From an optimization exercise on the open Yosys and OpenROAD flow, aimed at small area; shortcuts taken in it are not production practice. At most, simulation tests tie the RTL to the original design; equivalence was not proved. No functional check of the RTL was part of run 1. In run 8 the design's own scripts or RTL, not TritonCTS, make the clock network. The flow treats the clock pin as an ideal source. Dropping or thinning the clock tree relies on that and would not hold on a real chip. Power figures rest on the tool's default switching activity, not on a simulated workload.

==> design/flow/design.v <==
`timescale 1ps/1ps
module spi_screen(
	input clk,
	input resetn,
	output lcd_resetn,
	output lcd_cs,
	output lcd_rs,
	output lcd_data
);
reg [4:0] b;
reg [7:0] s;
reg [7:0] x;
reg       g;
reg       done;
reg [8:0] spi;
reg [8:0] rom;
always @(*) begin
	case (s[6:0])
		7'd53: rom = 9'h002;
		7'd54: rom = 9'h040;
		7'd58: rom = 9'h036;
		7'd59: rom = 9'h170;
		7'd60: rom = 9'h03a;
		7'd61: rom = 9'h105;
		7'd62: rom = 9'h0b2;
		7'd63: rom = 9'h10c;
		7'd64: rom = 9'h10c;
		7'd65: rom = 9'h100;
		7'd66: rom = 9'h133;
		7'd67: rom = 9'h133;
		7'd68: rom = 9'h0b7;
		7'd69: rom = 9'h135;
		7'd70: rom = 9'h0bb;
		7'd71: rom = 9'h119;
		7'd72: rom = 9'h0c0;
		7'd73: rom = 9'h12c;
		7'd74: rom = 9'h0c2;
		7'd75: rom = 9'h101;
		7'd76: rom = 9'h0c3;
		7'd77: rom = 9'h112;
		7'd78: rom = 9'h0c4;
		7'd79: rom = 9'h120;
		7'd80: rom = 9'h0c6;
		7'd81: rom = 9'h10f;
		7'd82: rom = 9'h0d0;
		7'd83: rom = 9'h1a4;
		7'd84: rom = 9'h1a1;
		7'd85: rom = 9'h0e0;
		7'd86: rom = 9'h1d0;
		7'd87: rom = 9'h104;
		7'd88: rom = 9'h10d;
		7'd89: rom = 9'h111;
		7'd90: rom = 9'h113;
		7'd91: rom = 9'h12b;
		7'd92: rom = 9'h13f;
		7'd93: rom = 9'h154;
		7'd94: rom = 9'h14c;
		7'd95: rom = 9'h118;
		7'd96: rom = 9'h10d;
		7'd97: rom = 9'h10b;
		7'd98: rom = 9'h11f;
		7'd99: rom = 9'h123;
		7'd100: rom = 9'h0e1;
		7'd101: rom = 9'h1d0;
		7'd102: rom = 9'h104;
		7'd103: rom = 9'h10c;
		7'd104: rom = 9'h111;
		7'd105: rom = 9'h113;
		7'd106: rom = 9'h12c;
		7'd107: rom = 9'h13f;
		7'd108: rom = 9'h144;
		7'd109: rom = 9'h151;
		7'd110: rom = 9'h12f;
		7'd111: rom = 9'h11f;
		7'd112: rom = 9'h11f;
		7'd113: rom = 9'h120;
		7'd114: rom = 9'h123;
		7'd115: rom = 9'h021;
		7'd116: rom = 9'h029;
		7'd117: rom = 9'h02a;
		7'd118: rom = 9'h100;
		7'd119: rom = 9'h128;
		7'd120: rom = 9'h101;
		7'd121: rom = 9'h117;
		7'd122: rom = 9'h02b;
		7'd123: rom = 9'h100;
		7'd124: rom = 9'h135;
		7'd125: rom = 9'h100;
		7'd126: rom = 9'h1bb;
		7'd127: rom = 9'h02c;
		default: rom = 9'h000;
	endcase
end
wire b8  = (b == 5'd8);
wire b16 = b[4];
wire frozen = done & g & (b == 5'd0) & (s == 8'd247);
always @(posedge clk or negedge resetn) begin
	if (~resetn) begin
		b <= 0;
		s <= 8'd172;
		g <= 1;
		done <= 0;
	end else if (!frozen) begin
		b <= (b16 | (b8 & ~done)) ? 5'd0 : b + 5'd1;
		if (done ? g : b8) s <= s + 8'd1;
		if (b8 & ~done & (s == 8'd255)) done <= 1;
		if (b16) g <= ~g & (x == 8'd222);
	end
end
always @(posedge clk) begin
	x <= g ? 8'd0 : x + 8'd1;
	if (b16)
		spi <= {1'b0, x[7:3], s[7:5]};
	else if (done & (b == 5'd7))
		spi <= {spi[7], s[4:2], 5'd0};
	else
		spi <= {spi[7:0], 1'b0};
end
wire pre_cs_low = (s >= 8'd186 && !b8) || (s == 8'd181 && b >= 5'd3) || (s == 8'd182 && b <= 5'd1);
wire pre_resetn = !(s < 8'd175 || (s == 8'd175 && b == 5'd0));
assign lcd_resetn = done | pre_resetn;
assign lcd_cs     = done ? (b == 5'd0) : !pre_cs_low;
assign lcd_rs     = done | rom[8];
assign lcd_data   = done ? spi[8] : rom[3'd7 - b[2:0]];
endmodule
==> design/flow/flow/run.sh <==
#!/bin/bash
# Own layout flow: the standard synthesis, then the combinational logic of
# its netlist is mapped again for area by ABC (flip-flops, their names and cell
# types are kept as the standard synthesis made them), then the standard
# layout from that netlist.  Each tool writes its full output to a log here.
set -euo pipefail
R=orfs/results/$FLOW_PLATFORM/spi_screen/base
bash standard.sh synth > log_synth.txt 2>&1
cp $R/1_2_yosys.v std_synth.v
LIB=$FLOW_HOME/platforms/$FLOW_PLATFORM/lib/sky130_fd_sc_hd__tt_025C_1v80.lib
yosys -l log_reopt.txt -p "
read_liberty -ignore_miss_func $LIB
read_verilog std_synth.v
hierarchy -top $FLOW_TOP
blackbox sky130_fd_sc_hd__*df* sky130_fd_sc_hd__conb_1
flatten
opt_clean
abc -liberty $LIB -dont_use *lpflow* -dont_use *probe* -dont_use sky130_fd_sc_hd__fa_* -dont_use sky130_fd_sc_hd__ha_* -D 10000 -script $PWD/flow/area.abc
opt_clean -purge
hilomap -singleton -hicell sky130_fd_sc_hd__conb_1 HI -locell sky130_fd_sc_hd__conb_1 LO
splitnets
opt_clean -purge
stat -liberty $LIB
write_verilog -noattr -noexpr -nohex -nodec reopt.v
" > /dev/null
cp reopt.v $R/1_2_yosys.v
rm -f $R/1_synth.odb $R/1_synth.sdc
bash standard.sh finish > log_finish.txt 2>&1
==> design/flow/flow/area.abc <==
strash; balance; rewrite; refactor; balance; rewrite; rewrite -z; balance; refactor -z; rewrite -z; balance; &get -n; &deepsyn -T 60; &put; dch -f; map -a; topo
==> design/flow/standard.sh <==
#!/bin/bash
# synth_recipe.tcl (not shown) runs the flow's synth.tcl, then flattens the netlist and writes it again
# the make line also repeats each setting of config.mk as NAME=value (left out here)
make -C /OpenROAD-flow-scripts/flow DESIGN_CONFIG=/design/flow/config.mk WORK_HOME=/design/flow/orfs CLKGATE_MAP_FILE= SYNTH_SCRIPT=/design/flow/synth_recipe.tcl "${@:-finish}"
==> design/flow/config.mk <==
export PLATFORM = sky130hd
export DESIGN_NAME = spi_screen
export DESIGN_NICKNAME = spi_screen
export VERILOG_FILES = /design/flow/design.v
export SDC_FILE = /design/flow/constraint.sdc
export NUM_CORES = 4
export LEC_CHECK = 0
export CAP_MARGIN = 20
export CORE_MARGIN = 2
export CORE_UTILIZATION = 40
export SLEW_MARGIN = 20
==> design/flow/constraint.sdc <==
create_clock -name core_clock -period 10.0 [get_ports {clk}]
set_input_delay 2.0000 -clock core_clock [delete_from_list [all_inputs] [get_ports {clk}]]
set_output_delay 2.0000 -clock core_clock [all_outputs]
set_load 0.01 [all_outputs]
==> results.sh, run 1 <==
export IMPL_antenna_found_initial=0
export IMPL_syn_instance_count=301
export IMPL_r2r_start="s[4]$_DFFE_PN0P_"
export IMPL_critPathKind="reg2out"
export IMPL_wirelength_microns=6290
export IMPL_drc=0
export IMPL_dieArea_sq_um=5520
export IMPL_via_per_inst=5.90
export IMPL_critical_path_required_ps=8000
export IMPL_power_leakage_uw=0.000842
export IMPL_grt_max_degree=16
export IMPL_setup_viol=0
export IMPL_core_area_sq_um=4750
export IMPL_clk_root_buffer_cell="clkbuf_8"
export IMPL_cts_buffers=5
export IMPL_hp_class="reg2reg"
export IMPL_end_kind="output pin"
export IMPL_cp_top_family="simple AND/OR/NAND/NOR gates"
export IMPL_worstMarginPinSlew_ps=735
export IMPL_clk_pin_slew_ps=70
export IMPL_final_area_sq_um=2200
export IMPL_reg2reg_slack_ps=6620
export IMPL_r2r_end="s[6]$_DFFE_PN0P_"
export IMPL_timing_final_crit_period_ps=5670
export IMPL_start_util_pct=41.6
export IMPL_min_from="spi[7]$_DFF_P_"
export IMPL_wl_per_cell_microns=16.5
export IMPL_post_cts_buffers=0
export IMPL_cp_max_fo=12
export IMPL_hold_path_end="spi[8]$_SDFF_PP0_"
export IMPL_rsz0062_at_grt="false"
export IMPL_rows=25
export IMPL_layout_drive_gt1_share_pct=4.14
export IMPL_fmax_ghz=0.176
export IMPL_yosysWarnings=1
export IMPL_startpoint_type="register"
export IMPL_slew_headroom_pct=50.8
export IMPL_grt_pass1_wl_microns=10300
export IMPL_tns_ps=0
export IMPL_dieWidth_microns=74.3
export IMPL_cp_cell_sequence="clkinv_1 > nor2_1 > nand2_1 > nor2_1 > nor2_1 > clkinv_1 > o211ai_1 > a41oi_1 > o21ai_0 > nand3_1 > nand2_1 > a31oi_1 > clkdlybuf4s50_1"
export IMPL_synthesis_nets=303
export IMPL_cts_sink_count=32
export IMPL_io_buffer_count=5
export IMPL_crit_slowest_cell="dfrtp_1"
export IMPL_status="timing/DRC/antenna clean"
export IMPL_num_fill_cells=528
export IMPL_ir_drop_mv=0.0555
export IMPL_maxSlewViolCount=0
export IMPL_dp_hpwl_microns=4840
export IMPL_ctsHoldBuffers=0
export IMPL_worst_path_stages=13
export IMPL_grt_pass1_vias=2139
export IMPL_grt_overflow_total=0
export IMPL_firstDrtPassIters=7
export IMPL_cts_tree="built"
export IMPL_max_cap_viol_count=0
export IMPL_critPathBufInv=3
export IMPL_critPathMostFrequentCell="nor2_1"
export IMPL_routabilityCongestion=1.00
export IMPL_die_h_microns=74.3
export IMPL_ctsResizeCount=0
export IMPL_drtIter0Drc=291
export IMPL_finalNetCount=315
export IMPL_slowest_delay_ps=600
export IMPL_syn_area_sq_um=1980
export IMPL_pin_count=6
export IMPL_clockBufferDepth=2
export IMPL_crit_arrival_ps=3670
export IMPL_worstSkewPairLatency_ps=290
export IMPL_grt_use_total_pct=24.8
export IMPL_reg2reg_depth=13
export IMPL_diodes=0
export IMPL_dpl_cell_area_sq_um=2110
export IMPL_htree_levels=2
export IMPL_hold_viol=0
export IMPL_power_density_nw_per_um2=104
export IMPL_layout_area_overhead_vs_synth_pct=11.2
export IMPL_vias=2247
export IMPL_min_path_cells=2
export IMPL_syn_area_per_cell_sq_um=6.57
export IMPL_antenna_left=0
export IMPL_period_share_pct=56.7
export IMPL_skew_ps=10.1
export IMPL_final_util_pct=46.2
how the worst max path moves through the flow:
stage | startpoint | to | slack, ps
after floorplan | s[3]$_DFFE_PN1P_ | lcd_data | 5800
after global placement | s[3]$_DFFE_PN1P_ | lcd_data | 4650
after detailed placement | s[4]$_DFFE_PN0P_ | lcd_data | 4750
after CTS | s[4]$_DFFE_PN0P_ | lcd_data | 4410
after global routing | s[4]$_DFFE_PN0P_ | lcd_data | 4050
final | s[4]$_DFFE_PN0P_ | lcd_data | 4330
final cells by class:
class	instances	area, sq um	share of cell area, %
multi-input combinational	225	1090	49.6
clock inverter	3	18.8	0.854
inverter	44	165	7.51
clock buffer	5	68.8	3.13
timing repair buffer	5	50.0	2.28
tap	67	83.8	3.81
sequential	32	722	32.8
layer usage:
metal  track usage, %  share of wire [%]
met1             33.5                 42
met2             35.6                 42
met3             6.78                 11
met4             14.5                4.4
met5                0                  0
placed cells by master, fill, tap and decap left out, types with 3 or more instances in the layout:
cell,count
a211oi_1,3
a21oi_1,18
a31oi_1,7
clkbuf_8,5
clkdlybuf4s50_1,5
clkinv_1,44
dfrtp_1,10
dfstp_2,5
dfxtp_1,17
nand2_1,35
nand3_1,15
nand4_1,6
nor2_1,76
nor3_1,11
o211ai_1,8
o21ai_0,24
o22ai_1,5
sequential cells by signal (all words and copies together) (netlist names):
register	count
spi	9
done	1
g	1
x	8
b	5
s	8
where the power goes:
part | leakage [uW] | internal (uW) | total, uW | switching, uW
clock network | 0.0000479 | 48.4 | 98.1 | 49.6
logic | 0.000474 | 0.342 | 1.59 | 1.24
registers | 0.000320 | 128 | 128 | 0
total | 0.000842 | 177 | 228 | 50.9
worst reg2reg max path, stage by stage (launching register included):
cell	delay [ps]
dfrtp_1	600
clkinv_1	440
nor2_1	310
clkinv_1	230
nor4_1	400
nand3_1	180
a31oi_1	440
nor2_1	110
nand2_1	110
clkinv_1	140
nand2_1	110
nor2_1	60
nor2_1	90
nor2_1	50
through the flow:
| step | cells | total power [uW] | hold WS, ps | worst slack (ps) |
|---|---|---|---|---|
| after floorplan | 301 | 131 | 383 | 5800 |
| after global placement | 373 | 133 | 389 | 4650 |
| after detailed placement | 373 | 133 | 392 | 4750 |
| after CTS | 381 | 234 | 403 | 4410 |
| after global routing | 381 | 238 | 434 | 4050 |
| final | 381 | 228 | 400 | 4330 |
==> inputs of run 2 (changes only) <==
--- a/design/flow/design.v
+++ b/design/flow/design.v
@@ -12,5 +12,3 @@
 reg [7:0] x;
-reg       g;
 reg       done;
-reg [8:0] spi;
 reg [8:0] rom;
@@ -95,3 +93,5 @@
 wire b16 = b[4];
-wire frozen = done & g & (b == 5'd0) & (s == 8'd247);
+wire col0 = (x == 8'd222);
+wire col1 = (x == 8'd0);
+wire frozen = done & (b == 5'd0) & col0 & (s == 8'd247);
 always @(posedge clk or negedge resetn) begin
@@ -100,3 +100,3 @@
 		s <= 8'd172;
-		g <= 1;
+		x <= 8'd222;
 		done <= 0;
@@ -104,18 +104,39 @@
 		b <= (b16 | (b8 & ~done)) ? 5'd0 : b + 5'd1;
-		if (done ? g : b8) s <= s + 8'd1;
-		if (b8 & ~done & (s == 8'd255)) done <= 1;
-		if (b16) g <= ~g & (x == 8'd222);
+		if (~done) begin
+			if (b8) begin
+				s <= s + 8'd1;
+				if (s == 8'd255) done <= 1;
+			end
+		end else begin
+			if (b8 & col0) s <= s + 8'd7;
+			else if (b16 & col0) s <= s + 8'd9;
+			else if (b8 & col1) s <= s + 8'd1;
+		end
+		if (b16) begin
+			if (col0) x <= 8'd0;
+			else if (col1) x <= 8'd16;
+			else x <= x + 8'd17;
+		end
 	end
 end
-always @(posedge clk) begin
-	x <= g ? 8'd0 : x + 8'd1;
-	if (b16)
-		spi <= {1'b0, x[7:3], s[7:5]};
-	else if (done & (b == 5'd7))
-		spi <= {spi[7], s[4:2], 5'd0};
-	else
-		spi <= {spi[7:0], 1'b0};
+wire pre_cs_low = (s >= 8'd186 && !b8) || (s == 8'd181 && b >= 5'd3) || (s == 8'd182 && b <= 5'd1);
+wire pre_data = rom[3'd7 - b[2:0]];
+wire pre_resetn = !(s < 8'd175 || (s == 8'd175 && b == 5'd0));
+reg pix_data;
+always @(*) begin
+	case (b)
+		5'd1: pix_data = x[7] & (s != 8'd0);
+		5'd2: pix_data = x[6] & (s != 8'd0);
+		5'd3: pix_data = x[5] & (s != 8'd0);
+		5'd4: pix_data = x[4] & (s != 8'd0);
+		5'd5: pix_data = x[3] & (s != 8'd0);
+		5'd6: pix_data = s[7];
+		5'd7: pix_data = s[6];
+		5'd8: pix_data = s[5];
+		5'd9: pix_data = s[4];
+		5'd10: pix_data = s[3];
+		5'd11: pix_data = s[2];
+		default: pix_data = 1'b0;
+	endcase
 end
-wire pre_cs_low = (s >= 8'd186 && !b8) || (s == 8'd181 && b >= 5'd3) || (s == 8'd182 && b <= 5'd1);
-wire pre_resetn = !(s < 8'd175 || (s == 8'd175 && b == 5'd0));
 assign lcd_resetn = done | pre_resetn;
@@ -123,3 +144,3 @@
 assign lcd_rs     = done | rom[8];
-assign lcd_data   = done ? spi[8] : rom[3'd7 - b[2:0]];
+assign lcd_data   = done ? pix_data : pre_data;
 endmodule
==> design/flow/run.sh (new file) <==
#!/bin/bash
# synth_recipe.tcl (not shown) runs the flow's synth.tcl, then flattens the netlist and writes it again
# the make line also repeats each setting of config.mk as NAME=value (left out here)
make -C /OpenROAD-flow-scripts/flow DESIGN_CONFIG=/design/flow/config.mk WORK_HOME=/design/flow/orfs CLKGATE_MAP_FILE= SYNTH_SCRIPT=/design/flow/synth_recipe.tcl finish
removed: design/flow/flow/run.sh
removed: design/flow/flow/area.abc
removed: design/flow/standard.sh
==> results.sh, run 2 <==
export IMPL_status="timing/DRC/antenna clean"
export IMPL_top_regs="s (8), x (8), b (5)"
export IMPL_reg2reg_depth=7
export IMPL_power_density_nw_per_um2=50.7
export IMPL_cp_max_fo=25
export IMPL_power_leakage_uw=0.00107
export IMPL_crit_start="s[1]$_DFFE_PN0P_"
export IMPL_cts_tree="built"
export IMPL_fmax_ghz=0.177
export IMPL_period_share_pct=56.6
export IMPL_drc=0
export IMPL_pin_count=6
export IMPL_grt_overflow_total=0
export IMPL_die_h_microns=89.1
export IMPL_layout_drive_gt1_share_pct=6.37
export IMPL_finalNetCount=399
export IMPL_antenna_found_initial=0
export IMPL_num_fill_cells=773
export IMPL_grt_use_total_pct=23.1
export IMPL_slew_headroom_pct=33.1
export IMPL_critical_path_required_ps=8000
export IMPL_grt_pass1_wl_microns=14300
export IMPL_grt_pass1_vias=2792
export IMPL_wirelength_microns=8830
export IMPL_synth_edf_count=0
export IMPL_diodes=0
export IMPL_reg2reg_slack_ps=7170
export IMPL_yosysTopAreaCellShare_pct=10.4
export IMPL_min_path_cells=2
export IMPL_p_switching_uw=32.6
export IMPL_htree_levels=1
export IMPL_start_util_pct=40.6
export IMPL_fin_cells=476
export IMPL_whs_ps=524
export IMPL_combinationalPowerShare_pct=1.3
export IMPL_hold_path_end="x[6]$_DFFE_PN1P_"
export IMPL_layout_area_overhead_vs_synth_pct=2.42
export IMPL_dp_hpwl_microns=6030
export IMPL_ctsResizeCount=0
export IMPL_synth_common_cells="nand2_1, a21oi_1, nor2_1, o21ai_0"
export IMPL_dieWidth_microns=89.1
export IMPL_hold_viol=0
export IMPL_post_cts_buffers=0
export IMPL_final_util_pct=41.5
export IMPL_p_clk_share_pct=39.5
export IMPL_synth_cell_types=66
export IMPL_vias=3026
export IMPL_grt_max_degree=57
export IMPL_timing_final_crit_period_ps=5660
export IMPL_io_buffer_count=5
export IMPL_dieArea_sq_um=7930
export IMPL_maxSlewViolCount=0
export IMPL_cts_sink_count=22
export IMPL_mostFrequentLayoutCells="nand2_1, a21oi_1, nor2_1"
export IMPL_wl_per_cell_microns=18.6
export IMPL_synth_seq_area_share_pct=19.4
export IMPL_routabilityCongestion=1.03
export IMPL_final_common_cell="nand2_1"
export IMPL_clk_root_buffer_cell="clkbuf_8"
export IMPL_yosysMostFrequentCell="nand2_1"
export IMPL_synthesis_nets=421
export IMPL_async_flop_share_pct=100
export IMPL_power_uw=150
export IMPL_yosysWarnings=1
export IMPL_end_kind="output pin"
export IMPL_switching_share_pct=21.7
export IMPL_ys_flop_type="dfrtp_1"
export IMPL_worstMarginPinSlew_ps=1000
export IMPL_p_seq_share_pct=59.3
export IMPL_critPathKind="reg2out"
export IMPL_ctsHoldBuffers=0
export IMPL_rsz0062_at_grt="false"
export IMPL_seq_area_sq_um=563
export IMPL_r2r_start="s[2]$_DFFE_PN1P_"
export IMPL_syn_instance_count=400
export IMPL_r2r_end="b[2]$_DFFE_PN0N_"
export IMPL_hp_class="reg2reg"
export IMPL_yosysTopAreaCell="dfrtp_1"
export IMPL_antenna_left=0
export IMPL_firstDrtPassIters=5
export IMPL_setup_viol=0
export IMPL_via_per_inst=6.36
export IMPL_worstSkewPairLatency_ps=270
export IMPL_tns_ps=0
export IMPL_rows=31
export IMPL_min_from="x[6]$_DFFE_PN1P_"
export IMPL_crit_arrival_ps=3660
export IMPL_synth_seq_cells=22
export IMPL_syn_area_per_cell_sq_um=7.24
export IMPL_multiInputGateArea_sq_um=2100
export IMPL_clockBufferDepth=2
export IMPL_dp_cells=472
export IMPL_skew_ps=7.81
export IMPL_startpoint_type="register"
export IMPL_p_int_uw=118
export IMPL_ys_top_cells_by_area="dfrtp_1, dfstp_2, ha_1"
export IMPL_syn_area_sq_um=2900
export IMPL_cts_buffers=3
export IMPL_drtIter0Drc=269
export IMPL_clk_pin_slew_ps=90
export IMPL_ir_drop_mv=0.0585
export IMPL_core_area_sq_um=7140
export IMPL_max_cap_viol_count=0
run 2: cells by family after synthesis:
logic type,Yosys count,synth area share [%]
AOI/OAI and AO/OA,139,32.1
xor gates and xnor gates,10,3.03
adders and majority gates,19,8.21
buffers and inverters,52,7.99
DFF,22,19.4
muxes,9,4.45
and+or+nand+nor,149,24.8
run 2: power groups by stage:
| stage | Sequential (uW) | Combinational (uW) | Clock, uW |
|---|---|---|---|
| final | 89.1 | 1.91 | 59.3 |
| after global routing | 89.1 | 2.31 | 62.5 |
| after CTS | 89.1 | 2.20 | 59.7 |
| after detailed placement | 90.7 | 2.20 | 0 |
| after global placement | 90.7 | 2.18 | 0 |
| after floorplan | 90.7 | 0.000865 | 0 |
run 2: worst max-delay path by stage:
stage,endpoint,slack [ps],depth (start not counted)
6_report,lcd_data,4340,11
5_1_grt,lcd_data,4050,11
4_1_cts,lcd_data,4400,8
3_5_place_dp,lcd_data,4700,8
3_3_place_gp,lcd_data,4740,8
2_1_floorplan,lcd_data,5480,9
run 2: per-stage QoR:
step	setup slack [ps]	area, sq um
4_1_cts	4400	2970
3_5_place_dp	4700	2930
3_3_place_gp	4740	2930
5_1_grt	4050	2970
2_1_floorplan	5480	2900
6_report	4340	2970
run 2: metal layers:
metal	GRT usage (%)	up-vias	share of wire, %
met3	2.12	27	4.9
met4	11.8	0	3.5
li1	-	1440	-
met2	36.2	111	46
met5	0	-	0
met1	31.8	1448	45
run 2: final cells by class:
| class | instances | area share [%] |
|---|---|---|
| clock buffers | 4 | 1.52 |
| inverters | 18 | 2.45 |
| multi-input cells | 326 | 70.8 |
| flip-flops and latches | 22 | 19.0 |
| well taps | 99 | 4.18 |
| repair buffers | 7 | 2.03 |
run 2: critical path, stage by stage (launching register included):
cell and delay [ps]:
dfrtp_1 850, inv_1 220, ha_1 460, inv_1 200, ha_1 160, a21oi_1 60
or4_1 440, nand3_1 80, a31oi_1 40, o22ai_1 190, a21o_1 150, clkdlybuf4s50_1 520
==> inputs of run 3 (changes only) <==
==> design/flow/flow/run.sh (new file) <==
#!/bin/bash
# Own layout flow: the standard synthesis, then the combinational logic of
# its netlist is mapped again for area by ABC with a few scripts, keeping the
# smallest result (the flip-flops, their names and cell types stay as the
# standard synthesis made them), then the standard layout from that
# netlist. Each tool writes its full output to a log file here.
set -euo pipefail
R=orfs/results/$FLOW_PLATFORM/spi_screen/base
bash standard.sh synth > log_synth.txt 2>&1
cp $R/1_2_yosys.v std_synth.v
LIB=$FLOW_HOME/platforms/$FLOW_PLATFORM/lib/sky130_fd_sc_hd__tt_025C_1v80.lib
R2="balance; rewrite; refactor; balance; rewrite; rewrite -z; balance; refactor -z; rewrite -z; balance"
scripts=(
 "strash; $R2; &get -n; &deepsyn -T 20; &put; dch -f; amap -F 2 -A 5; topo"
 "strash; $R2; &get -n; &deepsyn -T 20; &put; dch -f; amap; topo"
 "strash; $R2; &get -n; &deepsyn -T 20 -S 3; &put; dch -f; amap -F 2 -A 5; topo"
 "strash; $R2; &get -n; &deepsyn -T 20; &put; dch -f; map -a; topo"
 "strash; $R2; &get -n; &deepsyn -T 20 -S 7; &put; dch -f; amap -m; topo"
 "strash; $R2; $R2; dch -f; amap -F 2 -A 5; topo"
 "strash; dch -f; map -a; topo"
 "strash; $R2; &get -n; &deepsyn -T 20 -S 11; &put; dch -f; map -a; topo"
)
reopt() {
  i=$1
  echo "${scripts[$i]}" > $PWD/area_$i.abc
  yosys -l log_reopt_$i.txt -p "
read_liberty -ignore_miss_func $LIB
read_verilog std_synth.v
hierarchy -top $FLOW_TOP
blackbox sky130_fd_sc_hd__*df* sky130_fd_sc_hd__conb_1
flatten
opt_clean
abc -liberty $LIB -dont_use *lpflow* -dont_use *probe* -dont_use sky130_fd_sc_hd__fa_* -dont_use sky130_fd_sc_hd__ha_* -D 10000 -script $PWD/area_$i.abc
opt_clean -purge
hilomap -singleton -hicell sky130_fd_sc_hd__conb_1 HI -locell sky130_fd_sc_hd__conb_1 LO
splitnets
opt_clean -purge
stat -liberty $LIB
write_verilog -noattr -noexpr -nohex -nodec reopt_$i.v
" > /dev/null 2>&1 || true
}
for i in 0 1 2 3; do reopt $i & done; wait
for i in 4 5 6 7; do reopt $i & done; wait
best=""; bestA=1e18
for i in 0 1 2 3 4 5 6 7; do
  a=$(grep "Chip area" log_reopt_$i.txt 2>/dev/null | awk '{print $NF}' || true)
  [ -n "$a" ] && [ -f reopt_$i.v ] || continue
  if python3 -c "import sys; sys.exit(0 if $a < $bestA else 1)"; then best=$i; bestA=$a; fi
done
echo "reopt areas:" > log_choice.txt; grep -H "Chip area" log_reopt_*.txt >> log_choice.txt || true
echo "chosen: $best ($bestA)" >> log_choice.txt
if [ -n "$best" ]; then cp reopt_$best.v $R/1_2_yosys.v; rm -f $R/1_synth.odb $R/1_synth.sdc; fi
bash standard.sh finish > log_finish.txt 2>&1
==> design/flow/standard.sh (new file) <==
#!/bin/bash
# synth_recipe.tcl (not shown) runs the flow's synth.tcl, then flattens the netlist and writes it again
# the make line also repeats each setting of config.mk as NAME=value (left out here)
make -C /OpenROAD-flow-scripts/flow DESIGN_CONFIG=/design/flow/config.mk WORK_HOME=/design/flow/orfs CLKGATE_MAP_FILE= SYNTH_SCRIPT=/design/flow/synth_recipe.tcl "${@:-finish}"
removed: design/flow/run.sh
==> results.sh, run 3 <==
export IMPL_via_per_inst=6.69
export IMPL_status="timing/DRC/antenna clean"
export IMPL_routabilityCongestion=1.12
export IMPL_dp_slack_ps=4180
export IMPL_hold_viol=0
export IMPL_syn_area_per_cell_sq_um=6.65
export IMPL_finalNetCount=288
export IMPL_skew_ps=2.95
export IMPL_core_area_sq_um=4380
export IMPL_diodes=0
export IMPL_start_util_pct=41.9
export IMPL_rsz0062_at_grt="false"
export IMPL_htree_levels=1
export IMPL_grt_overflow_total=0
export IMPL_drtIter0Drc=559
export IMPL_power_leakage_uw=0.000685
export IMPL_end_kind="output pin"
export IMPL_critPathMostFrequentCell="clkinv_1"
export IMPL_syn_instance_count=276
export IMPL_ctsHoldBuffers=0
export IMPL_dp_hpwl_microns=5120
export IMPL_reg2reg_slack_ps=7050
export IMPL_power_uw=157
export IMPL_wl_per_cell_microns=19.8
export IMPL_power_density_nw_per_um2=78.4
export IMPL_clk_root_buffer_cell="clkbuf_8"
export IMPL_dieArea_sq_um=5150
export IMPL_top_regs="s (8), x (8), b (5)"
export IMPL_ctsResizeCount=0
export IMPL_dp_cells=333
export IMPL_antenna_left=0
export IMPL_max_cap_viol_count=0
export IMPL_synthesis_nets=278
export IMPL_critical_path_required_ps=8000
export IMPL_slew_headroom_pct=63.0
export IMPL_yosysWarnings=1
export IMPL_clk_pin_slew_ps=80
export IMPL_setup_viol=0
export IMPL_num_fill_cells=466
export IMPL_grt_pass1_vias=2126
export IMPL_worstMarginPinSlew_ps=547
export IMPL_cp_cell_sequence="clkinv_1 > nor2_1 > clkinv_1 > nor2_1 > clkinv_1 > nor2_1 > clkinv_1 > nor3_1 > nand3b_1 > a221oi_1 > nor4_1 > a311oi_1 > a31oi_1 > clkdlybuf4s50_1"
export IMPL_pin_count=6
export IMPL_vias=2256
export IMPL_antenna_found_initial=0
export IMPL_cts_tree="built"
export IMPL_syn_area_sq_um=1840
export IMPL_drc=0
export IMPL_rows=24
export IMPL_startpoint_type="register"
export IMPL_wirelength_microns=6670
export IMPL_critPathBufInv=5
export IMPL_layout_drive_gt1_share_pct=5.26
export IMPL_die_h_microns=71.7
export IMPL_cp_top_family="simple AND/OR/NAND/NOR gates"
export IMPL_critPathKind="reg2out"
export IMPL_slowest_delay_ps=700
export IMPL_io_buffer_count=5
export IMPL_dieWidth_microns=71.7
export IMPL_grt_max_degree=23
export IMPL_worstSkewPairLatency_ps=260
export IMPL_mostFrequentLayoutCells="nor2_1, clkinv_1, o21ai_0"
export IMPL_crit_arrival_ps=4230
export IMPL_maxSlewViolCount=0
export IMPL_final_common_cell="nor2_1"
export IMPL_ir_drop_mv=0.0685
export IMPL_fmax_ghz=0.160
export IMPL_grt_use_total_pct=27.8
export IMPL_layout_area_overhead_vs_synth_pct=9.00
export IMPL_clockBufferDepth=2
export IMPL_cts_buffers=3
export IMPL_grt_pass1_wl_microns=11100
export IMPL_cts_sink_count=22
export IMPL_crit_slowest_cell="dfstp_2"
export IMPL_setup_ws_ps=3770
export IMPL_period_share_pct=62.3
export IMPL_hp_class="reg2reg"
export IMPL_whs_ps=498
export IMPL_cp_max_fo=13
export IMPL_timing_final_crit_period_ps=6230
export IMPL_firstDrtPassIters=7
export IMPL_fin_cells=337
export IMPL_tns_ps=0
export IMPL_post_cts_buffers=0
## run 3: changes by cell type in the layout (fill, tap and decap cells not counted), moves of 8 or more
cell,change
nand3_1,-10
ha_1,-19
clkinv_1,+39
inv_1,-15
xnor2_1,-8
a21oi_1,-17
nand2_1,-30
o211ai_1,-8
nor2_1,+43
## run 3: per-layer routing
metal	up-vias	share of wire, %	track usage (%)
li1	1038	-	-
met1	981	39	36.9
met2	187	45	45.1
met3	50	9.7	2.67
met4	0	6.4	14.3
met5	-	0	0
## run 3: where the power goes
part           internal, uW  switching (uW)  total, uW
Combinational         0.139            1.77       1.91
Sequential             89.1               0       89.1
Clock                  35.1            30.7       65.8
## run 3: area by class of cell
type	count	area, sq um	area share, %
sequential	22	563	28.1
inverter	39	146	7.32
clock buffer	4	55.1	2.75
tap	52	65.1	3.25
multi-input combinational	215	1130	56.3
timing repair buffer	5	45.0	2.25
## run 3: through the flow
step	util, %	instance area, sq um
floorplan	-	1840
global placement	44.5	1950
detailed placement	44.5	1950
CTS	45.7	2010
global route	45.6	2000
finish	45.6	2000
## run 3: worst paths after layout
check	from	endpoint	depth (start not counted)
max	s[3]$_DFFE_PN1P_	lcd_data	14
min	b[0]$_DFFE_PN0N_	b[0]$_DFFE_PN0N_	1
max reg2reg	s[1]$_DFFE_PN0P_	s[7]$_DFFE_PN1P_	13
min reg2reg	b[0]$_DFFE_PN0N_	b[0]$_DFFE_PN0N_	1
max in group asynchronous	resetn	s[2]$_DFFE_PN1P_	1
min in group asynchronous	resetn	s[1]$_DFFE_PN0P_	1
==> inputs of run 4 (changes only) <==
--- a/design/flow/flow/run.sh
+++ b/design/flow/flow/run.sh
@@ -52,2 +52,2 @@
 if [ -n "$best" ]; then cp reopt_$best.v $R/1_2_yosys.v; rm -f $R/1_synth.odb $R/1_synth.sdc; fi
-bash standard.sh finish > log_finish.txt 2>&1
+bash standard.sh "BUFFER_PORTS_ARGS=-buffer_cell sky130_fd_sc_hd__buf_1" finish > log_finish.txt 2>&1
==> results.sh, run 4 <==
export IMPL_rsz0062_at_grt="false"
export IMPL_startpoint_type="register"
export IMPL_synthesis_nets=278
export IMPL_setup_viol=0
export IMPL_slew_headroom_pct=48.9
export IMPL_diodes=0
export IMPL_ctsResizeCount=0
export IMPL_hp_class="reg2reg"
export IMPL_antenna_found_initial=0
export IMPL_fmax_ghz=0.170
export IMPL_vias=2204
export IMPL_final_util_pct=45.2
export IMPL_maxSlewViolCount=0
export IMPL_critical_path_required_ps=8000
export IMPL_reg2reg_depth=13
export IMPL_p_int_uw=125
export IMPL_endpoint="lcd_data"
export IMPL_end_kind="output pin"
export IMPL_yosysWarnings=1
export IMPL_crit_start="s[3]$_DFFE_PN1P_"
export IMPL_cts_tree="built"
export IMPL_htree_levels=1
export IMPL_power_leakage_uw=0.000677
export IMPL_top_regs="s (8), x (8), b (5)"
export IMPL_worstSkewPairLatency_ps=260
export IMPL_critPathMostFrequentCell="clkinv_1"
export IMPL_ctsHoldBuffers=0
export IMPL_mostFrequentLayoutCells="nor2_1, clkinv_1, o21ai_0"
export IMPL_fin_cells=338
export IMPL_crit_slowest_cell="dfstp_2"
export IMPL_hold_viol=0
export IMPL_die_h_microns=71.7
export IMPL_dp_slack_ps=4560
export IMPL_reg2reg_slack_ps=7080
export IMPL_dieArea_sq_um=5150
export IMPL_crit_arrival_ps=3870
export IMPL_via_per_inst=6.52
export IMPL_syn_area_sq_um=1840
export IMPL_clockBufferDepth=2
export IMPL_io_buffer_count=5
export IMPL_worstMarginPinSlew_ps=756
export IMPL_grt_pass1_vias=2110
export IMPL_p_clk_share_pct=40.8
export IMPL_cp_cell_sequence="clkinv_1 > nor2_1 > clkinv_1 > nor2_1 > clkinv_1 > nor2_1 > clkinv_1 > nor3_1 > nand3b_1 > a221oi_1 > nor4_1 > a311oi_1 > a31oi_1 > buf_1"
export IMPL_routabilityCongestion=1.03
export IMPL_syn_instance_count=276
export IMPL_period_share_pct=58.7
export IMPL_status="timing/DRC/antenna clean"
export IMPL_core_area_sq_um=4380
export IMPL_cp_top_family="simple AND/OR/NAND/NOR gates"
export IMPL_pin_count=6
export IMPL_cts_sink_count=22
export IMPL_power_uw=154
export IMPL_power_density_nw_per_um2=77.7
export IMPL_combinationalPowerShare_pct=1.3
export IMPL_grt_overflow_total=0
export IMPL_critPathBufInv=5
export IMPL_grt_max_degree=23
export IMPL_rows=24
export IMPL_worst_path_stages=14
export IMPL_skew_ps=7.55
export IMPL_wl_per_cell_microns=20.3
export IMPL_clk_root_buffer_cell="clkbuf_8"
export IMPL_drc=0
export IMPL_r2r_end="s[7]$_DFFE_PN1P_"
export IMPL_r2r_start="s[1]$_DFFE_PN0P_"
export IMPL_cp_max_fo=13
export IMPL_dp_hpwl_microns=5230
export IMPL_syn_area_per_cell_sq_um=6.65
export IMPL_cts_buffers=3
export IMPL_antenna_left=0
export IMPL_wirelength_microns=6870
export IMPL_firstDrtPassIters=8
export IMPL_ir_drop_mv=0.0830
export IMPL_drtIter0Drc=471
export IMPL_max_cap_viol_count=0
export IMPL_slowest_delay_ps=670
export IMPL_dp_cells=334
export IMPL_finalNetCount=289
export IMPL_layout_area_overhead_vs_synth_pct=7.98
export IMPL_tns_ps=0
export IMPL_grt_pass1_wl_microns=11500
export IMPL_p_switching_uw=29.4
export IMPL_setup_ws_ps=4130
export IMPL_layout_drive_gt1_share_pct=5.24
export IMPL_switching_share_pct=19.1
export IMPL_p_seq_share_pct=57.9
export IMPL_clk_pin_slew_ps=70
export IMPL_dieWidth_microns=71.7
export IMPL_final_common_cell="nor2_1"
export IMPL_critPathKind="reg2out"
export IMPL_timing_final_crit_period_ps=5870
export IMPL_start_util_pct=41.9
export IMPL_post_cts_buffers=0
export IMPL_grt_use_total_pct=28.9
run 4: cell count changes in the layout (fill, tap and decap cells not counted), sizes merged:
| cell | previous run | this run |
|---|---|---|
| buf | 1 | 6 |
| clkdlybuf4s50 | 4 | 0 |
run 4: stage by stage:
stage	instance area (sq um)	hold WS (ps)
final	1980	507
after global routing	1980	534
after CTS	1980	506
after detailed placement	1930	492
after global placement	1930	483
after floorplan	1840	457
run 4: cell type report:
type | instances | area, sq um
clock buffers | 4 | 55.1
fillers | 464 | 2400
inverters | 39 | 146
multi-input cells | 215 | 1130
flip-flops and latches | 22 | 563
well taps | 52 | 65.1
repair buffers | 6 | 26.3
run 4: worst min-delay path: stages, from the launching register on:
cell and delay (ps):
dfstp_2 370, clkinv_1 60, a211oi_1 70
run 4: per-layer routing:
metal  global-route usage [%]  routed length, microns
met5                        0                       0
met4                     14.3                     380
met3                     2.95                     496
met2                     48.0                    3220
met1                     37.5                    2770
run 4: how the worst min path moves through the flow:
stage / cells after the start / endpoint / slack [ps] / from
6_report: 2 / x[1]$_DFFE_PN1P_ / 510 / x[1]$_DFFE_PN1P_
5_1_grt: 2 / x[1]$_DFFE_PN1P_ / 530 / x[1]$_DFFE_PN1P_
4_1_cts: 2 / x[1]$_DFFE_PN1P_ / 510 / x[1]$_DFFE_PN1P_
3_5_place_dp: 2 / x[1]$_DFFE_PN1P_ / 490 / x[1]$_DFFE_PN1P_
3_3_place_gp: 1 / b[0]$_DFFE_PN0N_ / 480 / b[0]$_DFFE_PN0N_
2_1_floorplan: 1 / b[0]$_DFFE_PN0N_ / 460 / b[0]$_DFFE_PN0N_
run 4: power by group through the flow:
| stage | clock network, uW | registers (uW) | logic (uW) |
|---|---|---|---|
| 3_3_place_gp | 0 | 90.7 | 2.16 |
| 2_1_floorplan | 0 | 90.7 | 0.000376 |
| 6_report | 62.8 | 89.1 | 2.02 |
| 5_1_grt | 68.5 | 89.1 | 2.52 |
| 3_5_place_dp | 0 | 90.7 | 2.14 |
| 4_1_cts | 64.3 | 89.1 | 2.14 |
==> inputs of run 5 (changes only) <==
--- a/design/flow/config.mk
+++ b/design/flow/config.mk
@@ -10,2 +10,5 @@
 export CORE_UTILIZATION = 40
+export CTS_BUF_LIST = sky130_fd_sc_hd__clkbuf_8
+export CTS_CLUSTER_DIAMETER = 200
+export CTS_CLUSTER_SIZE = 40
 export SLEW_MARGIN = 20
==> results.sh, run 5 <==
export IMPL_whs_ps=507
export IMPL_pin_count=6
export IMPL_cts_buffers=3
export IMPL_power_leakage_uw=0.000677
export IMPL_drc=0
export IMPL_p_clk_share_pct=40.8
export IMPL_cts_sink_count=22
export IMPL_routabilityCongestion=1.03
export IMPL_end_kind="output pin"
export IMPL_drtIter0Drc=471
export IMPL_critical_path_required_ps=8000
export IMPL_syn_instance_count=276
export IMPL_clk_root_buffer_cell="clkbuf_8"
export IMPL_post_cts_buffers=0
export IMPL_die_h_microns=71.7
export IMPL_grt_max_degree=23
export IMPL_max_cap_viol_count=0
export IMPL_crit_arrival_ps=3870
export IMPL_ctsResizeCount=0
export IMPL_mostFrequentLayoutCells="nor2_1, clkinv_1, o21ai_0"
export IMPL_dieArea_sq_um=5150
export IMPL_clk_pin_slew_ps=70
export IMPL_ir_drop_mv=0.0830
export IMPL_syn_area_per_cell_sq_um=6.65
export IMPL_status="timing/DRC/antenna clean"
export IMPL_layout_area_overhead_vs_synth_pct=7.98
export IMPL_dpl_cell_area_sq_um=1930
export IMPL_core_area_sq_um=4380
export IMPL_wirelength_microns=6870
export IMPL_grt_overflow_total=0
export IMPL_finalNetCount=289
export IMPL_dieWidth_microns=71.7
export IMPL_cp_max_fo=13
export IMPL_power_uw=154
export IMPL_rsz0062_at_grt="false"
export IMPL_p_seq_share_pct=57.9
export IMPL_skew_ps=7.55
export IMPL_grt_use_total_pct=28.9
export IMPL_grt_pass1_vias=2110
export IMPL_synthesis_nets=278
export IMPL_timing_final_crit_period_ps=5870
export IMPL_switching_share_pct=19.1
export IMPL_dp_hpwl_microns=5230
export IMPL_fmax_ghz=0.170
export IMPL_start_util_pct=41.9
export IMPL_power_density_nw_per_um2=77.7
export IMPL_tns_ps=0
export IMPL_worstMarginPinSlew_ps=756
export IMPL_fin_cells=338
export IMPL_rows=24
export IMPL_combinationalPowerShare_pct=1.3
export IMPL_final_common_cell="nor2_1"
export IMPL_period_share_pct=58.7
export IMPL_ctsHoldBuffers=0
export IMPL_cts_tree="built"
export IMPL_diodes=0
export IMPL_worstSkewPairLatency_ps=260
export IMPL_p_int_uw=125
export IMPL_antenna_found_initial=0
export IMPL_top_regs="s (8), x (8), b (5)"
export IMPL_firstDrtPassIters=8
export IMPL_wl_per_cell_microns=20.3
export IMPL_clockBufferDepth=2
export IMPL_slew_headroom_pct=48.9
export IMPL_io_buffer_count=5
export IMPL_layout_drive_gt1_share_pct=5.24
export IMPL_antenna_left=0
export IMPL_htree_levels=1
export IMPL_maxSlewViolCount=0
export IMPL_critPathKind="reg2out"
export IMPL_syn_area_sq_um=1840
export IMPL_hold_viol=0
export IMPL_startpoint_type="register"
export IMPL_final_area_sq_um=1980
export IMPL_setup_viol=0
export IMPL_p_switching_uw=29.4
export IMPL_hp_class="reg2reg"
export IMPL_via_per_inst=6.52
export IMPL_yosysWarnings=1
export IMPL_grt_pass1_wl_microns=11500
export IMPL_vias=2204
export IMPL_dp_cells=334
[run 5: cell counts in the layout (fill, tap and decap cells not counted)]
No cell type changed its count.
[run 5: critical path: stages (launching register included)]
cell and delay (ps):
dfstp_2 670, clkinv_1 310, nor2_1 430, clkinv_1 210, nor2_1 190, clkinv_1 170, nor2_1 270, clkinv_1 130
nor3_1 210, nand3b_1 150, a221oi_1 90, nor4_1 360, a311oi_1 80, a31oi_1 160, buf_1 170
[run 5: layout make-up]
class / count / area (sq um)
Clock buffer: 4 / 55.1
Fill cell: 464 / 2400
Timing Repair Buffer: 6 / 26.3
Inverter: 39 / 146
Multi-Input combinational cell: 215 / 1130
Tap cell: 52 / 65.1
Sequential cell: 22 / 563
[run 5: layer usage]
metal	up-vias	routed length, microns	track usage [%]
met5	-	0	0
li1	1028	-	-
met2	154	3220	48.0
met1	981	2770	37.5
met3	41	496	2.95
met4	0	380	14.3
[run 5: path summary, 6_finish.rpt]
| path | start | end | slack (ps) | cells past startpoint |
|---|---|---|---|---|
| max reg2reg | s[1]$_DFFE_PN0P_ | s[7]$_DFFE_PN1P_ | 7080 | 13 |
| max | s[3]$_DFFE_PN1P_ | lcd_data | 4130 | 14 |
| max in group asynchronous | resetn | s[2]$_DFFE_PN1P_ | 8030 | 2 |
| min in group asynchronous | resetn | x[5]$_DFFE_PN0P_ | 1700 | 2 |
| min reg2reg | x[1]$_DFFE_PN1P_ | x[1]$_DFFE_PN1P_ | 510 | 2 |
| min | x[1]$_DFFE_PN1P_ | x[1]$_DFFE_PN1P_ | 510 | 2 |
[run 5: stage by stage]
step	setup slack, ps	utilization, %
floorplan	5350	-
global placement	4410	43.9
detailed placement	4560	43.9
CTS	4260	45.2
global route	3830	45.2
finish	4130	45.2
[run 5: power groups by stage]
stage | Sequential (uW) | Clock [uW] | Combinational [uW]
floorplan | 90.7 | 0 | 0.000376
global placement | 90.7 | 0 | 2.16
detailed placement | 90.7 | 0 | 2.14
CTS | 89.1 | 64.3 | 2.14
global route | 89.1 | 68.5 | 2.52
finish | 89.1 | 62.8 | 2.02
==> inputs of run 6 (changes only) <==
--- a/design/flow/flow/run.sh
+++ b/design/flow/flow/run.sh
@@ -52,2 +52,2 @@
 if [ -n "$best" ]; then cp reopt_$best.v $R/1_2_yosys.v; rm -f $R/1_synth.odb $R/1_synth.sdc; fi
-bash standard.sh "BUFFER_PORTS_ARGS=-buffer_cell sky130_fd_sc_hd__buf_1" finish > log_finish.txt 2>&1
+bash standard.sh "BUFFER_PORTS_ARGS=-buffer_cell sky130_fd_sc_hd__buf_1" "CTS_ARGS=-buf_list sky130_fd_sc_hd__clkbuf_16 -root_buf sky130_fd_sc_hd__clkbuf_16 -dont_use_dummy_load -repair_clock_nets" finish > log_finish.txt 2>&1
--- a/design/flow/config.mk
+++ b/design/flow/config.mk
@@ -10,5 +10,2 @@
 export CORE_UTILIZATION = 40
-export CTS_BUF_LIST = sky130_fd_sc_hd__clkbuf_8
-export CTS_CLUSTER_DIAMETER = 200
-export CTS_CLUSTER_SIZE = 40
 export SLEW_MARGIN = 20
==> results.sh, run 6 <==
export IMPL_syn_area_per_cell_sq_um=6.65
export IMPL_critPathMostFrequentCell="clkinv_1"
export IMPL_ctsHoldBuffers=0
export IMPL_diodes=0
export IMPL_synthesis_nets=278
export IMPL_post_cts_buffers=0
export IMPL_layout_drive_gt1_share_pct=4.91
export IMPL_grt_use_total_pct=29.2
export IMPL_cp_max_fo=13
export IMPL_setup_viol=0
export IMPL_slew_headroom_pct=50.2
export IMPL_rows=24
export IMPL_yosysWarnings=1
export IMPL_slowest_delay_ps=480
export IMPL_vias=2198
export IMPL_maxSlewViolCount=0
export IMPL_status="timing/DRC/antenna clean"
export IMPL_finalNetCount=289
export IMPL_grt_pass1_vias=2112
export IMPL_skew_ps=2.79
export IMPL_drtIter0Drc=480
export IMPL_grt_max_degree=23
export IMPL_critPathKind="reg2out"
export IMPL_layout_area_overhead_vs_synth_pct=9.07
export IMPL_antenna_found_initial=0
export IMPL_crit_arrival_ps=3820
export IMPL_worstMarginPinSlew_ps=738
export IMPL_end_kind="output pin"
export IMPL_hp_class="reg2reg"
export IMPL_power_density_nw_per_um2=85.7
export IMPL_startpoint_type="register"
export IMPL_power_leakage_uw=0.000685
export IMPL_cts_buffers=3
export IMPL_ir_drop_mv=0.0982
export IMPL_critical_path_required_ps=8000
export IMPL_hold_viol=0
export IMPL_clockBufferDepth=2
export IMPL_pin_count=6
export IMPL_grt_overflow_total=0
export IMPL_drc=0
export IMPL_tns_ps=0
export IMPL_wl_per_cell_microns=20.4
export IMPL_rsz0062_at_grt="false"
export IMPL_core_area_sq_um=4380
export IMPL_htree_levels=1
export IMPL_cp_cell_sequence="clkinv_1 > nor2_1 > clkinv_1 > nor2_1 > clkinv_1 > nor2_1 > clkinv_1 > nor3_1 > nand3b_1 > a221oi_1 > nor4_1 > a311oi_1 > a31oi_1 > buf_1"
export IMPL_io_buffer_count=5
export IMPL_routabilityCongestion=1.03
export IMPL_whs_ps=505
export IMPL_via_per_inst=6.52
export IMPL_cts_sink_count=22
export IMPL_firstDrtPassIters=6
export IMPL_mostFrequentLayoutCells="nor2_1, clkinv_1, o21ai_0"
export IMPL_grt_pass1_wl_microns=11500
export IMPL_clk_pin_slew_ps=50
export IMPL_dp_hpwl_microns=5230
export IMPL_cts_tree="built"
export IMPL_worstSkewPairLatency_ps=250
export IMPL_final_common_cell="nor2_1"
export IMPL_die_h_microns=71.7
export IMPL_syn_area_sq_um=1840
export IMPL_period_share_pct=58.2
export IMPL_dieWidth_microns=71.7
export IMPL_antenna_left=0
export IMPL_start_util_pct=41.9
export IMPL_crit_slowest_cell="dfrtp_1"
export IMPL_syn_instance_count=276
export IMPL_ctsResizeCount=0
export IMPL_fmax_ghz=0.172
export IMPL_max_cap_viol_count=0
export IMPL_timing_final_crit_period_ps=5820
export IMPL_wirelength_microns=6890
export IMPL_dieArea_sq_um=5150
export IMPL_top_regs="s (8), x (8), b (5)"
export IMPL_clk_root_buffer_cell="clkbuf_16"
## run 6: cell type report
cell class              instances  area [sq um]
clock buffers                   3          75.1
fillers                       463          2380
inverters                      39           146
multi-input cells             215          1130
flip-flops and latches         22           563
well taps                      52          65.1
repair buffers                  6          26.3
## run 6: metrics by stage
stage	util [%]	cells	total power [uW]	setup slack, ps	instance area [sq um]
after floorplan	-	276	90.7	5350	1840
after global placement	43.9	334	92.9	4410	1930
after detailed placement	43.9	334	92.8	4560	1930
after CTS	45.7	337	174	4280	2000
after global routing	45.7	337	180	3840	2000
final	45.7	337	171	4180	2000
## run 6: report_power, final
group | leakage, uW | switching [uW] | internal (uW) | total (uW)
logic | 0.000387 | 1.69 | 0.350 | 2.04
clock network | 0.0000370 | 27.5 | 52.7 | 80.1
registers | 0.000261 | 0 | 89.3 | 89.3
## run 6: layer usage
| metal | vias up | wire (microns) | global-route usage (%) |
|---|---|---|---|
| li1 | 1026 | - | - |
| met1 | 994 | 2690 | 37.1 |
| met2 | 143 | 3290 | 48.1 |
| met3 | 35 | 552 | 3.94 |
| met4 | 0 | 363 | 15.7 |
| met5 | - | 0 | 0 |
## run 6: worst paths after layout
kind,from,to,slack (ps),cells past startpoint
max reg2reg,s[1]$_DFFE_PN0P_,s[7]$_DFFE_PN1P_,7100,13
min,x[1]$_DFFE_PN1P_,x[1]$_DFFE_PN1P_,500,2
max in group asynchronous,resetn,x[7]$_DFFE_PN1P_,8010,2
min reg2reg,x[1]$_DFFE_PN1P_,x[1]$_DFFE_PN1P_,500,2
max,s[4]$_DFFE_PN0P_,lcd_data,4180,14
min in group asynchronous,resetn,s[6]$_DFFE_PN0P_,1710,2
## run 6: critical path: cells and delay by family, from the launching register on
| kind | cells | cell delay [ps] |
|---|---|---|
| compound gates | 3 | 330 |
| flops | 1 | 480 |
| buf+inv | 5 | 1120 |
| simple gates | 6 | 1630 |
==> inputs of run 7 (changes only) <==
--- a/design/flow/flow/run.sh
+++ b/design/flow/flow/run.sh
@@ -52,2 +52,2 @@
 if [ -n "$best" ]; then cp reopt_$best.v $R/1_2_yosys.v; rm -f $R/1_synth.odb $R/1_synth.sdc; fi
-bash standard.sh "BUFFER_PORTS_ARGS=-buffer_cell sky130_fd_sc_hd__buf_1" "CTS_ARGS=-buf_list sky130_fd_sc_hd__clkbuf_16 -root_buf sky130_fd_sc_hd__clkbuf_16 -dont_use_dummy_load -repair_clock_nets" finish > log_finish.txt 2>&1
+bash standard.sh "BUFFER_PORTS_ARGS=-buffer_cell sky130_fd_sc_hd__buf_1" "CTS_ARGS=-buf_list sky130_fd_sc_hd__clkbuf_8 -root_buf sky130_fd_sc_hd__clkbuf_8 -dont_use_dummy_load -sink_clustering_enable -sink_clustering_size 40 -sink_clustering_max_diameter 500 -repair_clock_nets" finish > log_finish.txt 2>&1
==> results.sh, run 7 <==
export IMPL_crit_arrival_ps=3860
export IMPL_maxSlewViolCount=0
export IMPL_final_common_cell="nor2_1"
export IMPL_ctsHoldBuffers=0
export IMPL_hp_class="reg2reg"
export IMPL_io_buffer_count=5
export IMPL_htree_levels=1
export IMPL_clk_pin_slew_ps=70
export IMPL_crit_slowest_cell="dfrtp_1"
export IMPL_syn_area_sq_um=1840
export IMPL_met2_usage_pct=48.4
export IMPL_slew_headroom_pct=49.3
export IMPL_tns_ps=0
export IMPL_critical_path_required_ps=8000
export IMPL_pin_count=6
export IMPL_power_leakage_uw=0.000670
export IMPL_ir_drop_mv=0.0831
export IMPL_busiest_layer="met2"
export IMPL_reg2reg_depth=13
export IMPL_start_util_pct=41.9
export IMPL_die_h_microns=71.7
export IMPL_dpl_cell_area_sq_um=1930
export IMPL_antenna_left=0
export IMPL_period_share_pct=58.6
export IMPL_grt_pass1_vias=2097
export IMPL_power_density_nw_per_um2=73.1
export IMPL_drtIter0Drc=522
export IMPL_via_per_inst=6.57
export IMPL_slowest_delay_ps=480
export IMPL_rows=24
export IMPL_worstMarginPinSlew_ps=751
export IMPL_synthesis_nets=278
export IMPL_finalNetCount=289
export IMPL_clk_root_buffer_cell="clkbuf_8"
export IMPL_dieArea_sq_um=5150
export IMPL_grt_max_degree=23
export IMPL_critPathBufInv=5
export IMPL_critPathMostFrequentCell="clkinv_1"
export IMPL_grt_util_met1_pct=37.5
export IMPL_wirelength_microns=6850
export IMPL_cp_max_fo=13
export IMPL_cts_buffers=3
export IMPL_layout_area_overhead_vs_synth_pct=7.23
export IMPL_met3_usage_pct=3.80
export IMPL_setup_viol=0
export IMPL_cts_tree="built"
export IMPL_final_area_sq_um=1970
export IMPL_routabilityCongestion=1.03
export IMPL_wl_per_cell_microns=20.3
export IMPL_antenna_found_initial=0
export IMPL_firstDrtPassIters=6
export IMPL_top_regs="s (8), x (8), b (5)"
export IMPL_status="timing/DRC/antenna clean"
export IMPL_dp_hpwl_microns=5230
export IMPL_post_cts_buffers=0
export IMPL_yosysWarnings=1
export IMPL_diodes=0
export IMPL_max_cap_viol_count=0
export IMPL_syn_instance_count=276
export IMPL_critPathKind="reg2out"
export IMPL_drc=0
export IMPL_fmax_ghz=0.171
export IMPL_layout_drive_gt1_share_pct=4.91
export IMPL_grt_overflow_total=0
export IMPL_vias=2214
export IMPL_worst_path_stages=14
export IMPL_ctsResizeCount=0
export IMPL_min_path_cells=2
export IMPL_mostFrequentLayoutCells="nor2_1, clkinv_1, o21ai_0"
export IMPL_end_kind="output pin"
export IMPL_dieWidth_microns=71.7
export IMPL_cts_sink_count=22
export IMPL_hold_viol=0
export IMPL_clockBufferDepth=2
export IMPL_rsz0062_at_grt="false"
export IMPL_grt_use_total_pct=29.2
export IMPL_syn_area_per_cell_sq_um=6.65
export IMPL_cp_cell_sequence="clkinv_1 > nor2_1 > clkinv_1 > nor2_1 > clkinv_1 > nor2_1 > clkinv_1 > nor3_1 > nand3b_1 > a221oi_1 > nor4_1 > a311oi_1 > a31oi_1 > buf_1"
export IMPL_cp_top_family="simple AND/OR/NAND/NOR gates"
export IMPL_startpoint_type="register"
export IMPL_timing_final_crit_period_ps=5860
export IMPL_skew_ps=4.11
export IMPL_grt_pass1_wl_microns=11500
export IMPL_core_area_sq_um=4380
export IMPL_worstSkewPairLatency_ps=260
run 7: where the power goes:
group | leakage, uW | internal, uW | switching [uW] | total, uW
clock | 0.0000216 | 26.9 | 25.8 | 52.7
combinational | 0.000387 | 0.350 | 1.67 | 2.02
sequential | 0.000261 | 89.2 | 0 | 89.2
total | 0.000670 | 116 | 27.5 | 144
run 7: worst paths after layout:
kind / startpoint / to / slack [ps]
setup / recovery: s[4]$_DFFE_PN0P_ / lcd_data / 4140
min in group asynchronous: resetn / s[6]$_DFFE_PN0P_ / 1700
setup reg to reg: s[1]$_DFFE_PN0P_ / s[7]$_DFFE_PN1P_ / 7070
hold / removal: x[1]$_DFFE_PN1P_ / x[1]$_DFFE_PN1P_ / 510
hold reg to reg: x[1]$_DFFE_PN1P_ / x[1]$_DFFE_PN1P_ / 510
max in group asynchronous: resetn / x[7]$_DFFE_PN1P_ / 8030
run 7: area by class of cell:
cell class | instances | area [sq um]
Multi-Input combinational cell | 215 | 1130
Clock buffer | 3 | 41.3
Inverter | 39 | 146
Sequential cell | 22 | 563
Tap cell | 52 | 65.1
Timing Repair Buffer | 6 | 26.3
Fill cell | 465 | 2420
run 7: routing by layer:
layer | part of all wire [%] | vias to the layer above | wire (microns)
met5 | 0 | - | 0
li1 | - | 1021 | -
met2 | 47 | 151 | 3220
met3 | 7.3 | 35 | 502
met1 | 40 | 1007 | 2740
met4 | 5.6 | 0 | 385
run 7: worst reg2reg max path: cells and delay by family, from the launching register on:
family | cells | cell delay (ps)
buffers and inverters | 3 | 560
AND/OR/NAND/NOR | 6 | 1250
AO/OA/AOI/OAI | 4 | 540
flip-flops | 1 | 510
run 7: stage by stage:
step | setup slack (ps) | util (%) | power [uW] | hold slack (ps) | std cells
floorplan | 5350 | - | 90.7 | 457 | 276
global placement | 4410 | 43.9 | 92.9 | 483 | 334
detailed placement | 4560 | 43.9 | 92.8 | 492 | 334
CTS | 4260 | 44.9 | 146 | 506 | 337
global route | 3820 | 44.9 | 151 | 534 | 337
finish | 4140 | 44.9 | 144 | 507 | 337
==> inputs of run 8 (changes only) <==
--- a/design/flow/flow/run.sh
+++ b/design/flow/flow/run.sh
@@ -52,2 +52,2 @@
 if [ -n "$best" ]; then cp reopt_$best.v $R/1_2_yosys.v; rm -f $R/1_synth.odb $R/1_synth.sdc; fi
-bash standard.sh "BUFFER_PORTS_ARGS=-buffer_cell sky130_fd_sc_hd__buf_1" "CTS_ARGS=-buf_list sky130_fd_sc_hd__clkbuf_8 -root_buf sky130_fd_sc_hd__clkbuf_8 -dont_use_dummy_load -sink_clustering_enable -sink_clustering_size 40 -sink_clustering_max_diameter 500 -repair_clock_nets" finish > log_finish.txt 2>&1
+bash standard.sh "BUFFER_PORTS_ARGS=-buffer_cell sky130_fd_sc_hd__buf_1" "PRE_CTS_TCL=$PWD/flow/pre_cts.tcl" finish > log_finish.txt 2>&1
==> design/flow/flow/pre_cts.tcl (new file) <==
# Clock tree of one buffer: the clock port drives one clock buffer, placed at
# the centre of the flip-flops, which drives every flip-flop's clock pin.
proc my_one_clock_buffer {cell} {
  set block [ord::get_db_block]
  set db [ord::get_db]
  set clk [$block findNet clk]
  set master [$db findMaster $cell]
  set inst [odb::dbInst_create $block $master clkbuf_root]
  set net [odb::dbNet_create $block clk_root]
  $net setSigType CLOCK
  set sx 0; set sy 0; set n 0
  foreach it [$clk getITerms] {
    set i [$it getInst]
    set x [lindex [$i getLocation] 0]; set y [lindex [$i getLocation] 1]
    incr sx $x; incr sy $y; incr n
    $it disconnect
    $it connect $net
  }
  [$inst findITerm A] connect $clk
  [$inst findITerm X] connect $net
  $inst setLocation [expr {$sx / $n}] [expr {$sy / $n}]
  $inst setPlacementStatus PLACED
  puts "one clock buffer $cell drives $n clock pins"
}
my_one_clock_buffer sky130_fd_sc_hd__clkbuf_8
# the clock tree is built above: clock_tree_synthesis has nothing left to do
proc clock_tree_synthesis {args} { puts "clock_tree_synthesis skipped: one clock buffer" }
==> results.sh, run 8 <==
export IMPL_grt_max_degree=23
export IMPL_vias=2206
export IMPL_hold_viol=0
export IMPL_io_buffer_count=5
export IMPL_final_common_cell="nor2_1"
export IMPL_pin_count=6
export IMPL_diodes=0
export IMPL_cp_cell_sequence="clkinv_1 > nor2_1 > clkinv_1 > nor2_1 > clkinv_1 > nor2_1 > clkinv_1 > nor3_1 > nand3b_1 > a221oi_1 > nor4_1 > a311oi_1 > a31oi_1 > buf_1"
export IMPL_grt_pass1_vias=2071
export IMPL_maxSlewViolCount=0
export IMPL_tns_ps=0
export IMPL_grt_use_total_pct=28.3
export IMPL_drc=0
export IMPL_power_density_nw_per_um2=62.8
export IMPL_grt_pass1_wl_microns=11500
export IMPL_p_clk_share_pct=25.2
export IMPL_cp_top_family="simple AND/OR/NAND/NOR gates"
export IMPL_via_per_inst=6.59
export IMPL_crit_arrival_ps=3790
export IMPL_start_util_pct=41.9
export IMPL_critPathBufInv=5
export IMPL_p_switching_uw=22.9
export IMPL_routabilityCongestion=1.03
export IMPL_setup_viol=0
export IMPL_dieArea_sq_um=5150
export IMPL_slew_headroom_pct=51.6
export IMPL_drtIter0Drc=527
export IMPL_yosysWarnings=1
export IMPL_hp_class="reg2reg"
export IMPL_ctsResizeCount=0
export IMPL_clk_pin_slew_ps=120
export IMPL_p_seq_share_pct=73.2
export IMPL_core_area_sq_um=4380
export IMPL_wl_per_cell_microns=20.4
export IMPL_rsz0062_at_grt="false"
export IMPL_finalNetCount=287
export IMPL_crit_slowest_cell="dfstp_2"
export IMPL_ctsHoldBuffers=0
export IMPL_final_util_pct=44.3
export IMPL_fmax_ghz=0.173
export IMPL_rows=24
export IMPL_power_leakage_uw=0.000656
export IMPL_layout_area_overhead_vs_synth_pct=5.73
export IMPL_switching_share_pct=18.8
export IMPL_startpoint_type="register"
export IMPL_cp_max_fo=13
export IMPL_critPathKind="reg2out"
export IMPL_grt_overflow_total=0
export IMPL_dp_cells=334
export IMPL_skew_ps=2.78
export IMPL_worstMarginPinSlew_ps=718
export IMPL_end_kind="output pin"
export IMPL_period_share_pct=57.9
export IMPL_syn_instance_count=276
export IMPL_combinationalPowerShare_pct=1.6
export IMPL_syn_area_per_cell_sq_um=6.65
export IMPL_mostFrequentLayoutCells="nor2_1, clkinv_1, o21ai_0"
export IMPL_status="timing/DRC/antenna clean"
export IMPL_critPathMostFrequentCell="clkinv_1"
export IMPL_dp_hpwl_microns=5230
export IMPL_worstSkewPairLatency_ps=170
export IMPL_firstDrtPassIters=6
export IMPL_antenna_found_initial=0
export IMPL_post_cts_buffers=0
export IMPL_wirelength_microns=6830
export IMPL_syn_area_sq_um=1840
export IMPL_layout_drive_gt1_share_pct=4.24
export IMPL_fin_cells=335
export IMPL_p_int_uw=99.0
export IMPL_top_regs="s (8), x (8), b (5)"
export IMPL_critical_path_required_ps=8000
export IMPL_slowest_delay_ps=690
export IMPL_die_h_microns=71.7
export IMPL_timing_final_crit_period_ps=5790
export IMPL_dieWidth_microns=71.7
export IMPL_max_cap_viol_count=0
export IMPL_ir_drop_mv=0.0951
export IMPL_antenna_left=0
export IMPL_synthesis_nets=278
[run 8: path summary, 6_finish.rpt]
check / start / to / slack (ps) / cells past startpoint
max in group asynchronous: resetn / x[7]$_DFFE_PN1P_ / 7960 / 2
min in group asynchronous: resetn / s[4]$_DFFE_PN0P_ / 1770 / 2
worst min-delay path: x[1]$_DFFE_PN1P_ / x[1]$_DFFE_PN1P_ / 520 / 2
worst min register to register: x[1]$_DFFE_PN1P_ / x[1]$_DFFE_PN1P_ / 520 / 2
worst max-delay path: s[3]$_DFFE_PN1P_ / lcd_data / 4210 / 14
worst max register to register: s[1]$_DFFE_PN0P_ / s[7]$_DFFE_PN1P_ / 7070 / 13
[run 8: metrics by stage]
stage / area, sq um / total power [uW] / hold slack, ps / setup slack (ps)
finish: 1940 / 122 / 515 / 4210
global route: 1940 / 128 / 541 / 3880
CTS: 1940 / 115 / 494 / 4550
detailed placement: 1930 / 92.8 / 492 / 4560
global placement: 1930 / 92.9 / 483 / 4410
floorplan: 1840 / 90.7 / 457 / 5350
[run 8: layout make-up]
| cell class | count | area, sq um |
|---|---|---|
| plain buffers | 1 | 13.8 |
| fillers | 465 | 2440 |
| inverters | 39 | 146 |
| multi-input cells | 215 | 1130 |
| flip-flops and latches | 22 | 563 |
| well taps | 52 | 65.1 |
| repair buffers | 6 | 26.3 |
[run 8: worst register-to-register path, stage by stage, from the launching register on]
cell      delay (ps)
dfrtp_1          540
nor2_1           410
clkinv_1         280
nor2_1           290
clkinv_1         170
nand4_1          110
a31oi_1           90
o21ai_0          150
o21ai_0          190
nor2_1           170
clkinv_1         110
nor2_1           180
nor2_1            60
a21oi_1          120
[run 8: power groups by stage]
stage	sequential (uW)	clock (uW)	combinational, uW
2_1_floorplan	90.7	0	0.000376
4_1_cts	90.7	22.6	2.14
3_5_place_dp	90.7	0	2.14
3_3_place_gp	90.7	0	2.16
5_1_grt	89.2	36.1	2.52
6_report	89.2	30.7	1.99
[run 8: layer usage]
layer / GRT usage [%] / wire (microns)
met1: 37.6 / 2680
met2: 48.4 / 3300
met3: 1.97 / 506
met4: 10.7 / 332
met5: 0 / 0

## static timing again, ports no longer ideal
The results above use ideal ports. As a check the final layouts listed here were re-extracted and re-timed, cells and wires unchanged. Step 1 assumes that a clkbuf_16 drives the clock port and a buf_2 every other input. Step 2 adds t to the input delays and takes it off the output delays; t is the mean of the earliest and latest rising clock arrival at the registers after step 1. Input paths then give back, and output paths get back, about the clock's delay inside the block. Three values: ideal, step 1, step 2; two values: the first two.
| run | t (ns) | slack for setup (ns) | worst slew at a driven data input, ns | cell pins on the clock port's net |
|---|---|---|---|---|
| run 1 | 0.309 | 4.326 / 4.298 / 4.607 | 0.03 | 1 |
| run 2 | 0.293 | 4.340 / 4.313 / 4.606 | 0.02 | 1 |
| run 3 | 0.288 | 3.768 / 3.742 / 4.030 | 0.03 | 1 |
| run 4 | 0.284 | 4.127 / 4.102 / 4.387 | 0.03 | 1 |
| run 5 | 0.284 | 4.127 / 4.102 / 4.387 | 0.03 | 1 |
| run 6 | 0.278 | 4.180 / 4.150 / 4.428 | 0.03 | 1 |
| run 7 | 0.282 | 4.142 / 4.118 / 4.400 | 0.03 | 1 |
| run 8 | 0.197 | 4.212 / 4.189 / 4.385 | 0.03 | 1 |
After both steps every run listed still meets setup and hold.
